Background: an optimization exercise with open tools, aiming at small area and a short achievable clock period. Do not read the settings as production practice. The RTL was checked by simulation tests, not by an equivalence proof against the original design. Power figures rest on the tool's default switching activity, not on a simulated workload.

==> trial 21: inputs <==
==> flow/design.v <==
package general_defines;
    parameter INT_DATA_W = 32;
    parameter POSIT_DATA_W = 8;
    parameter ROB_LENGTH = 16;
    parameter IQ_LENGTH = 8;
    parameter BYPASS_LENGTH = 3;
    parameter PHYS_REG_LENGTH = 64;
    parameter ARCH_REG_LENGTH = 32;
    parameter INSTR_MEM_LENGTH = 256;
    parameter DATA_MEM_LENGTH = 256;
    parameter FETCH_BUFFER_LENGTH = 8;
    parameter PHT_LENGTH = 256; 
    parameter BTB_LENGTH = 64;
    localparam ROB_IDX_W = (ROB_LENGTH > 1) ? $clog2(ROB_LENGTH) : 1;
    localparam IQ_IDX_W = (IQ_LENGTH > 1) ? $clog2(IQ_LENGTH) : 1;
    localparam BYPASS_IDX_W = (BYPASS_LENGTH > 1) ? $clog2(BYPASS_LENGTH) : 1;
    localparam PHYS_REG_IDX_W = (PHYS_REG_LENGTH > 1) ? $clog2(PHYS_REG_LENGTH) : 1;
    localparam ARCH_REG_IDX_W = (ARCH_REG_LENGTH > 1) ? $clog2(ARCH_REG_LENGTH) : 1;
    localparam INSTR_MEM_IDX_W = (INSTR_MEM_LENGTH > 1) ? $clog2(INSTR_MEM_LENGTH) : 1;
    localparam DATA_MEM_IDX_W = (DATA_MEM_LENGTH > 1) ? $clog2(DATA_MEM_LENGTH) : 1;
    localparam FETCH_BUFFER_IDX_W = (FETCH_BUFFER_LENGTH > 1) ? $clog2(FETCH_BUFFER_LENGTH) : 1;
    localparam PHT_IDX_W = (PHT_LENGTH> 1) ? $clog2(PHT_LENGTH) : 1;
    localparam BTB_IDX_W = (BTB_LENGTH > 1) ? $clog2(BTB_LENGTH) : 1;
    typedef struct packed{
        logic valid;
        logic [INSTR_MEM_IDX_W-1:0] pc;
        logic [ARCH_REG_IDX_W-1:0] logical_rd;
        logic [PHYS_REG_IDX_W-1:0] phys_rd;
        logic [PHYS_REG_IDX_W-1:0] old_phys_rd;   
        logic [INT_DATA_W-1:0] result;
        logic done;
        logic is_store;
        logic is_load;
        logic [6:0] opcode;
        logic [2:0] funct3;
        logic [6:0] funct7;
        logic is_branch;
        logic pred_taken;
        logic [INSTR_MEM_IDX_W-1:0] pred_target;
        logic branch_taken;                      
        logic [INSTR_MEM_IDX_W-1:0] branch_target;   
    } rob_entry_t;
    typedef struct packed {
        logic [6:0] opcode;
        logic [INSTR_MEM_IDX_W-1:0] pc;
        logic [PHYS_REG_IDX_W-1:0] phys_rd;
        logic [PHYS_REG_IDX_W-1:0] phys_rs1;
        logic [PHYS_REG_IDX_W-1:0] phys_rs2;
        logic [INT_DATA_W-1:0] imm;
        logic [2:0] fu_type;  
        logic rs1_ready;
        logic rs2_ready;
        logic [INT_DATA_W-1:0] rs1_value;  
        logic [INT_DATA_W-1:0] rs2_value;
        logic valid;
        logic [2:0] funct3;
        logic [6:0] funct7;
        logic [ROB_IDX_W-1:0] rob_idx;
    } iq_entry_t;
    typedef struct packed {
        logic valid;
        logic [PHYS_REG_IDX_W-1:0] phys_rd;
        logic [INT_DATA_W-1:0] result;
    } bypass_entry_t;
endpackage
/*verilator lint_off MULTITOP*/
import general_defines::*;
module adder(
    input clk,
    input rst,
    input logic [INT_DATA_W-1:0] a,
    input logic [INT_DATA_W-1:0] b,
    input logic valid_i,
    output logic [INT_DATA_W-1:0] result,
    output logic valid_o
);
always_ff @(posedge clk) begin
    if(rst) begin
        result <= 'b0;
        valid_o <= 1'b0;
    end
    else begin
        valid_o <= valid_i;
        if(valid_i) begin
            result <= a+b;
        end
    end
end
endmodule
module subtractor(
    input clk,
    input rst,
    input logic [INT_DATA_W-1:0] a,
    input logic [INT_DATA_W-1:0] b,
    input logic valid_i,
    output logic [INT_DATA_W-1:0] result,
    output logic valid_o
);
always_ff @(posedge clk) begin
    if(rst) begin
        result <= 'b0;
        valid_o <= 1'b0;
    end
    else begin
        valid_o <= valid_i;
        if(valid_i) begin
            result <= a-b;
        end
    end
end
endmodule
module multiplier(
    input clk,
    input rst,
    input logic [INT_DATA_W-1:0] a,
    input logic [INT_DATA_W-1:0] b,
    input logic valid_i,
    output logic [INT_DATA_W-1:0] result,
    output logic busy
);
logic [1:0] count_mul;
logic [INT_DATA_W-1:0] a_store,b_store ;  
always_ff @(posedge clk) begin
    if(rst) begin
        result <= 'b0;
        count_mul <= 'b0;
        busy <= 'b0;
    end
    else if (valid_i && !busy ) begin
        a_store <= a;  
        b_store <= b;
        busy <= 1'b1;
        count_mul <= 'b0;
    end
    else if(busy) begin
        if(count_mul == 2'b11) begin
            result <= a_store*b_store;
            busy <= 'b0;
            count_mul <= 'b0;
        end
        else begin
            count_mul <= count_mul+1;
        end
    end
end
endmodule
module divider(
    input clk,
    input rst,
    input logic [INT_DATA_W-1:0] a,
    input logic [INT_DATA_W-1:0] b,
    input logic valid_i,
    output logic [INT_DATA_W-1:0] result,
    output logic busy
);
logic [2:0] count_div;
logic [INT_DATA_W-1:0] a_store,b_store ;  
always_ff @(posedge clk) begin
    if(rst) begin
        result <= 'b0;
        count_div <= 'b0;
        busy <= 'b0;
    end
    else if (valid_i && !busy ) begin
        a_store <= a;  
        b_store <= b;
        busy <= 1'b1;
        count_div <= 'b0;
    end
    else if(busy) begin
        if(count_div == 3'b111) begin
            if(b_store == '0) begin
                result <= 'b0;  
                busy <= 'b0;
                count_div <= 'b0;
            end
            else begin
                result <= a_store/b_store;
                busy <= 'b0;
                count_div <= 'b0;
            end
        end
        else begin
            count_div <= count_div+1;
        end
    end
end
endmodule
/*verilator lint_on MULTITOP*/
import general_defines::*;
module int_fu (
    input  logic                  clk,
    input  logic                  rst,
    input  logic [INT_DATA_W-1:0] add_a,
    input  logic [INT_DATA_W-1:0] add_b,
    input  logic                  add_valid_i,
    output logic [INT_DATA_W-1:0] add_result,
    output logic                  add_valid_o,
    input  logic [INT_DATA_W-1:0] sub_a,
    input  logic [INT_DATA_W-1:0] sub_b,
    input  logic                  sub_valid_i,
    output logic [INT_DATA_W-1:0] sub_result,
    output logic                  sub_valid_o,
    input  logic [INT_DATA_W-1:0] mul_a,
    input  logic [INT_DATA_W-1:0] mul_b,
    input  logic                  mul_valid_i,
    output logic [INT_DATA_W-1:0] mul_result,
    output logic                  mul_busy,
    input  logic [INT_DATA_W-1:0] div_a,
    input  logic [INT_DATA_W-1:0] div_b,
    input  logic                  div_valid_i,
    output logic [INT_DATA_W-1:0] div_result,
    output logic                  div_busy
);
    adder int_adder (
        .clk(clk), .rst(rst), .a(add_a), .b(add_b), .valid_i(add_valid_i),
        .result(add_result), .valid_o(add_valid_o)
    );
    subtractor int_subtractor (
        .clk(clk), .rst(rst), .a(sub_a), .b(sub_b), .valid_i(sub_valid_i),
        .result(sub_result), .valid_o(sub_valid_o)
    );
    multiplier int_multiplier (
        .clk(clk), .rst(rst), .a(mul_a), .b(mul_b), .valid_i(mul_valid_i),
        .result(mul_result), .busy(mul_busy)
    );
    divider int_divider (
        .clk(clk), .rst(rst), .a(div_a), .b(div_b), .valid_i(div_valid_i),
        .result(div_result), .busy(div_busy)
    );
endmodule
==> flow/run.sh <==
#!/bin/bash
# synth_recipe.tcl (not shown) runs the flow's synth.tcl, then flattens the netlist and writes it again
# the make line also repeats each setting of config.mk as NAME=value (left out here)
make -C /OpenROAD-flow-scripts/flow DESIGN_CONFIG=/design/flow/config.mk WORK_HOME=/design/flow/orfs CLKGATE_MAP_FILE= SYNTH_SCRIPT=/design/flow/synth_recipe.tcl finish
==> flow/config.mk <==
export PLATFORM = sky130hd
export DESIGN_NAME = int_fu
export DESIGN_NICKNAME = int_fu
export VERILOG_FILES = /design/flow/design.v
export SDC_FILE = /design/flow/constraint.sdc
export NUM_CORES = 4
export LEC_CHECK = 0
export CAP_MARGIN = 20
export CORE_MARGIN = 2
export CORE_UTILIZATION = 40
export SLEW_MARGIN = 20
==> flow/constraint.sdc <==
create_clock -name core_clock -period 85.0 [get_ports {clk}]
set_input_delay 17.0000 -clock core_clock [delete_from_list [all_inputs] [get_ports {clk}]]
set_output_delay 17.0000 -clock core_clock [all_outputs]
set_load 0.01 [all_outputs]
==> trial 36 (differences from trial 21) <==
--- a/flow/design.v
+++ b/flow/design.v
@@ -120,25 +120,26 @@
 );
-logic [1:0] count_mul;
-logic [INT_DATA_W-1:0] a_store,b_store ;  
-always_ff @(posedge clk) begin
-    if(rst) begin
-        result <= 'b0;
-        count_mul <= 'b0;
+logic [1:0]  count_mul;
+logic [31:0] a_store;
+logic [23:0] hi;
+logic [31:0] t;
+assign t = {8'b0, hi} + a_store * result[7:0];
+always_ff @(posedge clk) begin
+    if (!busy) a_store <= a;
+    hi <= busy ? t[31:8] : 24'b0;
+    count_mul <= busy ? count_mul + 2'd1 : 2'd0;
+end
+always_ff @(posedge clk) begin
+    if(rst) begin
+        result <= 'b0;
         busy <= 'b0;
     end
-    else if (valid_i && !busy ) begin
-        a_store <= a;  
-        b_store <= b;
-        busy <= 1'b1;
-        count_mul <= 'b0;
-    end
-    else if(busy) begin
-        if(count_mul == 2'b11) begin
-            result <= a_store*b_store;
-            busy <= 'b0;
-            count_mul <= 'b0;
-        end
-        else begin
-            count_mul <= count_mul+1;
-        end
+    else if (!busy) begin
+        if (valid_i) begin
+            result <= b;
+            busy <= 1'b1;
+        end
+    end
+    else begin
+        result <= {t[7:0], result[31:8]};
+        if (count_mul == 2'b11) busy <= 1'b0;
     end
@@ -155,32 +156,42 @@
 );
-logic [2:0] count_div;
-logic [INT_DATA_W-1:0] a_store,b_store ;  
-always_ff @(posedge clk) begin
-    if(rst) begin
-        result <= 'b0;
-        count_div <= 'b0;
+logic [2:0]  count_div;
+logic [31:0] d;
+logic [31:0] rem;
+logic        dnz;
+logic [31:0] r [0:4];
+logic [31:0] q [0:4];
+assign dnz = |d;
+always_comb begin
+    r[0] = rem;
+    q[0] = result;
+    for (int j = 0; j < 4; j++) begin
+        logic [32:0] s;
+        logic [33:0] diff;
+        logic ge;
+        s = {r[j], q[j][31]};
+        diff = {1'b0, s} - {2'b0, d};
+        ge = !diff[33] && dnz;
+        r[j+1] = ge ? diff[31:0] : s[31:0];
+        q[j+1] = {q[j][30:0], ge};
+    end
+end
+always_ff @(posedge clk) begin
+    if (!busy) d <= b;
+    rem <= busy ? r[4] : 32'b0;
+    count_div <= busy ? count_div + 3'd1 : 3'd0;
+end
+always_ff @(posedge clk) begin
+    if(rst) begin
+        result <= 'b0;
         busy <= 'b0;
     end
-    else if (valid_i && !busy ) begin
-        a_store <= a;  
-        b_store <= b;
-        busy <= 1'b1;
-        count_div <= 'b0;
-    end
-    else if(busy) begin
-        if(count_div == 3'b111) begin
-            if(b_store == '0) begin
-                result <= 'b0;  
-                busy <= 'b0;
-                count_div <= 'b0;
-            end
-            else begin
-                result <= a_store/b_store;
-                busy <= 'b0;
-                count_div <= 'b0;
-            end
-        end
-        else begin
-            count_div <= count_div+1;
-        end
+    else if (!busy) begin
+        if (valid_i) begin
+            result <= a;
+            busy <= 1'b1;
+        end
+    end
+    else begin
+        result <= q[4];
+        if (count_div == 3'b111) busy <= 1'b0;
     end
==> run summary <==
	trial 36	trial 21
Status	complete, no violations	complete, no violations
R2r worst-path depth	47	293
Most repeated cell in the gate-level netlist after synthesis	sky130_fd_sc_hd__inv_1	sky130_fd_sc_hd__nand2_1
Area of placed instances	31570 µm²	61480 µm²
Reg clk slew, reported paths	0.05 ns	0.06 ns
Power per cell area	44.32 nW/µm²	24.73 nW/µm²
Post-synthesis adder-cell area fraction	0.2504	0.3088
WHS Endpoint	int_divider.count_div[0]$_SDFF_PN0_	int_multiplier.result[0]$_SDFFE_PP0P_
Power in combinational cells	1.13 mW	1.23 mW
Fraction of area in non-clock buffers	0.1239	0.07432
Critical Path Fanout Max	5	40
Share of power burned in registers	0.110	0.095
Worst-case vdd ir drop	47.14 µV	93.80 µV
HPWL after detailed placement	69530 µm	164700 µm
Count of clock-net buffers in the final layout	50	51
Final weighted congestion in routability-driven placement	0.9683	1.036
Signal arrival time at the worst endpoint	20.55 ns	80.50 ns
Layout buffer count excluding clock buffers	415	493

-- port drivers added, routing unchanged --
In the flow no input, the clock included, has a driving cell. The finished layouts below were timed again as built, in two steps. Step 1 assumes that a clkbuf_16 drives the clock port and a buf_2 every other input. Step 2 times the ports against the registers' clock, not the clock port: input delays grow and output delays shrink by t, the midpoint of the rising clock arrivals with the driver on. Slacks: ideal ports / drivers / drivers and shift; pairs: ideal ports / drivers.
run	t, ns	setup slack, ns	hold WS [ns]	latest minus earliest clock arrival (ns)	worst data-port slew with drivers (ns)
trial 21	0.691	4.966 / 4.966 / 4.966	0.452 / 0.452 / 0.452	0.057 / 0.057	0.13
trial 36	0.633	64.913 / 64.935 / 64.302	0.433 / 0.433 / 0.433	0.035 / 0.035	0.16
After both steps every run listed still meets setup and hold. For trial 36, which loses most, drivers alone change the setup slack by +0.022 ns; drivers and shift together by -0.611 ns.
